This is an optimization exercise on Yosys and OpenROAD, whose aim is small area and a short achievable clock period, not a production implementation. At most, simulation tests tie the RTL to the original design; equivalence was not proved.

Design divmodder, start of the top module:
module divmodder #(parameter WIDTH = 32, parameter LATENCY = 4) (
  input clock, input reset,
  input [WIDTH-1:0] in1, input [WIDTH-1:0] in2,
  output [WIDTH-1:0] div, output [WIDTH-1:0] mod);
  wire [0:0] t0 = in1[31];
  wire hi0 = |in2[31:1];
  wire [0:0] dd0 = in2[0:0];
  wire [0:0] pg0 = ~(t0 ^ dd0);
  wire [0:0] gg0 = ~t0 & dd0;
  wire [1:0] bw0 = {gg0[0], 1'b0};
  wire [0:0] df0 = ~pg0 ^ bw0[0:0];
  wire ge0 = ~bw0[1] & ~hi0;
  wire [0:0] r1 = ge0 ? df0 : t0;
  wire [0:0] q1 = ge0;
  wire [1:0] t1 = {r1, in1[30]};
  wire hi1 = |in2[31:2];
  wire [1:0] dd1 = in2[1:0];
  wire [1:0] pg1 = ~(t1 ^ dd1);
  wire [1:0] gg1 = ~t1 & dd1;
  wire G1_1 = gg1[1] | (pg1[1] & gg1[0]);
  wire P1_1 = pg1[1] & pg1[0];
  wire [2:0] bw1 = {G1_1, gg1[0], 1'b0};
  wire [1:0] df1 = ~pg1 ^ bw1[1:0];
  wire ge1 = ~bw1[2] & ~hi1;
  wire [1:0] r2 = ge1 ? df1 : t1;
  wire [1:0] q2 = {q1, ge1};
  reg [31:0] s1_d;
  always @(posedge clock) s1_d <= in2;
  reg [29:0] s1_a;
  always @(posedge clock) s1_a <= in1[29:0];
  reg [1:0] s1_r;
  always @(posedge clock) s1_r <= r2;
  reg [1:0] s1_q;
  always @(posedge clock) s1_q <= q2;
  wire [2:0] t2 = {s1_r, s1_a[29]};
  wire hi2 = |s1_d[31:3];
  wire [2:0] dd2 = s1_d[2:0];
  wire [2:0] pg2 = ~(t2 ^ dd2);
  wire [2:0] gg2 = ~t2 & dd2;
  wire G2_1 = gg2[1] | (pg2[1] & gg2[0]);
  wire P2_1 = pg2[1] & pg2[0];
  wire G2_2 = gg2[2] | (pg2[2] & G2_1);
  wire P2_2 = pg2[2] & P2_1;
  wire [3:0] bw2 = {G2_2, G2_1, gg2[0], 1'b0};
  wire [2:0] df2 = ~pg2 ^ bw2[2:0];
  wire ge2 = ~bw2[3] & ~hi2;
  wire [2:0] r3 = ge2 ? df2 : t2;
  wire [2:0] q3 = {s1_q, ge2};
  wire [3:0] t3 = {r3, s1_a[28]};
  wire hi3 = |s1_d[31:4];
  wire [3:0] dd3 = s1_d[3:0];
  wire [3:0] pg3 = ~(t3 ^ dd3);
  wire [3:0] gg3 = ~t3 & dd3;
  wire G3_1 = gg3[1] | (pg3[1] & gg3[0]);
  wire P3_1 = pg3[1] & pg3[0];
  wire G3_2 = gg3[3] | (pg3[3] & gg3[2]);
  wire P3_2 = pg3[3] & pg3[2];
  wire G3_3 = gg3[2] | (pg3[2] & G3_1);
  wire P3_3 = pg3[2] & P3_1;
  wire G3_4 = G3_2 | (P3_2 & G3_1);
  wire P3_4 = P3_2 & P3_1;
  ...
Size: roughly 5100 cells after synthesis, roughly 330 flip-flops, about 130 I/O pins.
==> flow/config.mk <==
export PLATFORM = sky130hd
export DESIGN_NAME = divmodder
export DESIGN_NICKNAME = divmodder
export VERILOG_FILES = /design/flow/design.v
export SDC_FILE = /design/flow/constraint.sdc
export NUM_CORES = 4
export LEC_CHECK = 0
export ABC_AREA = 1
export CAP_MARGIN = 20
export CORE_MARGIN = 2
export CORE_UTILIZATION = 55
export SLEW_MARGIN = 20
==> flow/constraint.sdc <==
create_clock -name core_clock -period 85.0 [get_ports {clock}]
set_input_delay 17.0000 -clock core_clock [delete_from_list [all_inputs] [get_ports {clock}]]
set_output_delay 17.0000 -clock core_clock [all_outputs]
set_load 0.01 [all_outputs]
standard.sh (not shown) runs the stock make flow with config.mk's settings and CLKGATE_MAP_FILE= SYNTH_SCRIPT=/design/flow/synth_recipe.tcl, a recipe that flattens the netlist after the stock synthesis.
==> flow/flow/run.sh <==
#!/bin/bash
# The standard layout, with plain buf_1 cells as the port buffers
# (instead of the default delay-buffer cells), and timing repair asked
# to leave a setup margin, so that it speeds up the critical paths.
set -euo pipefail
bash standard.sh "BUFFER_PORTS_ARGS=-buffer_cell sky130_fd_sc_hd__buf_1" "SETUP_SLACK_MARGIN=64.5" finish > standard.log 2>&1
Rerun with:
--- a/flow/design.v
+++ b/flow/design.v
@@ -386,33 +386,25 @@
   wire G12_20 = G12_11 | (P12_11 & G12_16);
   wire P12_20 = P12_11 & P12_16;
   wire G12_21 = G12_12 | (P12_12 & G12_16);
   wire P12_21 = P12_12 & P12_16;
   wire G12_22 = G12_17 | (P12_17 & G12_16);
   wire P12_22 = P12_17 & P12_16;
   wire [13:0] bw12 = {G12_22, G12_21, G12_20, G12_19, G12_18, G12_16, G12_15, G12_14, G12_13, G12_8, G12_7, G12_1, gg12[0], 1'b0};
   wire [12:0] df12 = ~pg12 ^ bw12[12:0];
   wire ge12 = ~bw12[13] & ~hi12;
   wire [12:0] r13 = ge12 ? df12 : t12;
   wire [12:0] q13 = {q12, ge12};
-  reg [31:0] s2_d;
-  always @(posedge clock) s2_d <= s1_d;
-  reg [18:0] s2_a;
-  always @(posedge clock) s2_a <= s1_a[18:0];
-  reg [12:0] s2_r;
-  always @(posedge clock) s2_r <= r13;
-  reg [12:0] s2_q;
-  always @(posedge clock) s2_q <= q13;
-  wire [13:0] t13 = {s2_r, s2_a[18]};
-  wire hi13 = |s2_d[31:14];
-  wire [13:0] dd13 = s2_d[13:0];
+  wire [13:0] t13 = {r13, s1_a[18]};
+  wire hi13 = |s1_d[31:14];
+  wire [13:0] dd13 = s1_d[13:0];
   wire [13:0] pg13 = ~(t13 ^ dd13);
   wire [13:0] gg13 = ~t13 & dd13;
   wire G13_1 = gg13[1] | (pg13[1] & gg13[0]);
   wire P13_1 = pg13[1] & pg13[0];
   wire G13_2 = gg13[3] | (pg13[3] & gg13[2]);
   wire P13_2 = pg13[3] & pg13[2];
   wire G13_3 = gg13[5] | (pg13[5] & gg13[4]);
   wire P13_3 = pg13[5] & pg13[4];
   wire G13_4 = gg13[7] | (pg13[7] & gg13[6]);
   wire P13_4 = pg13[7] & pg13[6];
   wire G13_5 = gg13[9] | (pg13[9] & gg13[8]);
@@ -453,24 +445,32 @@
   wire P13_22 = P13_12 & P13_17;
   wire G13_23 = G13_13 | (P13_13 & G13_17);
   wire P13_23 = P13_13 & P13_17;
   wire G13_24 = G13_18 | (P13_18 & G13_17);
   wire P13_24 = P13_18 & P13_17;
   wire G13_25 = G13_19 | (P13_19 & G13_17);
   wire P13_25 = P13_19 & P13_17;
   wire [14:0] bw13 = {G13_25, G13_24, G13_23, G13_22, G13_21, G13_20, G13_17, G13_16, G13_15, G13_14, G13_9, G13_8, G13_1, gg13[0], 1'b0};
   wire [13:0] df13 = ~pg13 ^ bw13[13:0];
   wire ge13 = ~bw13[14] & ~hi13;
   wire [13:0] r14 = ge13 ? df13 : t13;
-  wire [13:0] q14 = {s2_q, ge13};
-  wire [14:0] t14 = {r14, s2_a[17]};
+  wire [13:0] q14 = {q13, ge13};
+  reg [31:0] s2_d;
+  always @(posedge clock) s2_d <= s1_d;
+  reg [17:0] s2_a;
+  always @(posedge clock) s2_a <= s1_a[17:0];
+  reg [13:0] s2_r;
+  always @(posedge clock) s2_r <= r14;
+  reg [13:0] s2_q;
+  always @(posedge clock) s2_q <= q14;
+  wire [14:0] t14 = {s2_r, s2_a[17]};
   wire hi14 = |s2_d[31:15];
   wire [14:0] dd14 = s2_d[14:0];
   wire [14:0] pg14 = ~(t14 ^ dd14);
   wire [14:0] gg14 = ~t14 & dd14;
   wire G14_1 = gg14[1] | (pg14[1] & gg14[0]);
   wire P14_1 = pg14[1] & pg14[0];
   wire G14_2 = gg14[3] | (pg14[3] & gg14[2]);
   wire P14_2 = pg14[3] & pg14[2];
   wire G14_3 = gg14[5] | (pg14[5] & gg14[4]);
   wire P14_3 = pg14[5] & pg14[4];
   wire G14_4 = gg14[7] | (pg14[7] & gg14[6]);
@@ -519,23 +519,23 @@
   wire P14_25 = P14_13 & P14_18;
   wire G14_26 = G14_19 | (P14_19 & G14_18);
   wire P14_26 = P14_19 & P14_18;
   wire G14_27 = G14_20 | (P14_20 & G14_18);
   wire P14_27 = P14_20 & P14_18;
   wire G14_28 = G14_21 | (P14_21 & G14_18);
   wire P14_28 = P14_21 & P14_18;
   wire [15:0] bw14 = {G14_28, G14_27, G14_26, G14_25, G14_24, G14_23, G14_22, G14_18, G14_17, G14_16, G14_15, G14_9, G14_8, G14_1, gg14[0], 1'b0};
   wire [14:0] df14 = ~pg14 ^ bw14[14:0];
   wire ge14 = ~bw14[15] & ~hi14;
   wire [14:0] r15 = ge14 ? df14 : t14;
-  wire [14:0] q15 = {q14, ge14};
+  wire [14:0] q15 = {s2_q, ge14};
   wire [15:0] t15 = {r15, s2_a[16]};
   wire hi15 = |s2_d[31:16];
   wire [15:0] dd15 = s2_d[15:0];
   wire [15:0] pg15 = ~(t15 ^ dd15);
   wire [15:0] gg15 = ~t15 & dd15;
   wire G15_1 = gg15[1] | (pg15[1] & gg15[0]);
   wire P15_1 = pg15[1] & pg15[0];
   wire G15_2 = gg15[3] | (pg15[3] & gg15[2]);
   wire P15_2 = pg15[3] & pg15[2];
   wire G15_3 = gg15[5] | (pg15[5] & gg15[4]);
   wire P15_3 = pg15[5] & pg15[4];
Non-clock buffer count came out lower by 15.
Area after synthesis came out higher by 1.0%.
Hold slack hardly moves.
Final area fell by about 0.44%.
Wire length came out lower by 0.54%.
Global-route usage stays flat.
Maximum frequency rises by about 1.5%.
Worst setup slack improves by 0.29 ns.
Function not checked in the first run of this note: the RTL went through the layout flow alone.

afterwards: timing with drivers on the ports:
The results above use ideal ports. As a check the final layouts listed here were re-extracted and re-timed, cells and wires unchanged. Step 1 (the two cells are an assumption about what drives the block):
set clk [get_ports {clock}]
set_driving_cell -lib_cell sky130_fd_sc_hd__clkbuf_16 $clk
set_driving_cell -lib_cell sky130_fd_sc_hd__buf_2 [delete_from_list [all_inputs] $clk]
Step 2 times the ports against the registers' clock, not the clock port: input delays grow and output delays shrink by t, the midpoint of the rising clock arrivals with the driver on. a / b / c = no drivers / after step 1 / after step 2; a / b = the first two.
run | t (ns) | setup slack, ns | slew at the worst register clock pin (ns) | worst data-port slew with drivers (ns) | pins driven straight from the clock port
the first run | 0.655 | 65.308 / 65.353 / 64.698 | 0.07 / 0.07 | 0.10 | 1
the second run | 0.635 | 65.600 / 65.600 / 65.259 | 0.07 / 0.07 | 0.06 | 1
After both steps every run listed still meets setup and hold. The setup slack of the first run, which loses most, moves by +0.045 ns with the drivers and by -0.610 ns with both steps.
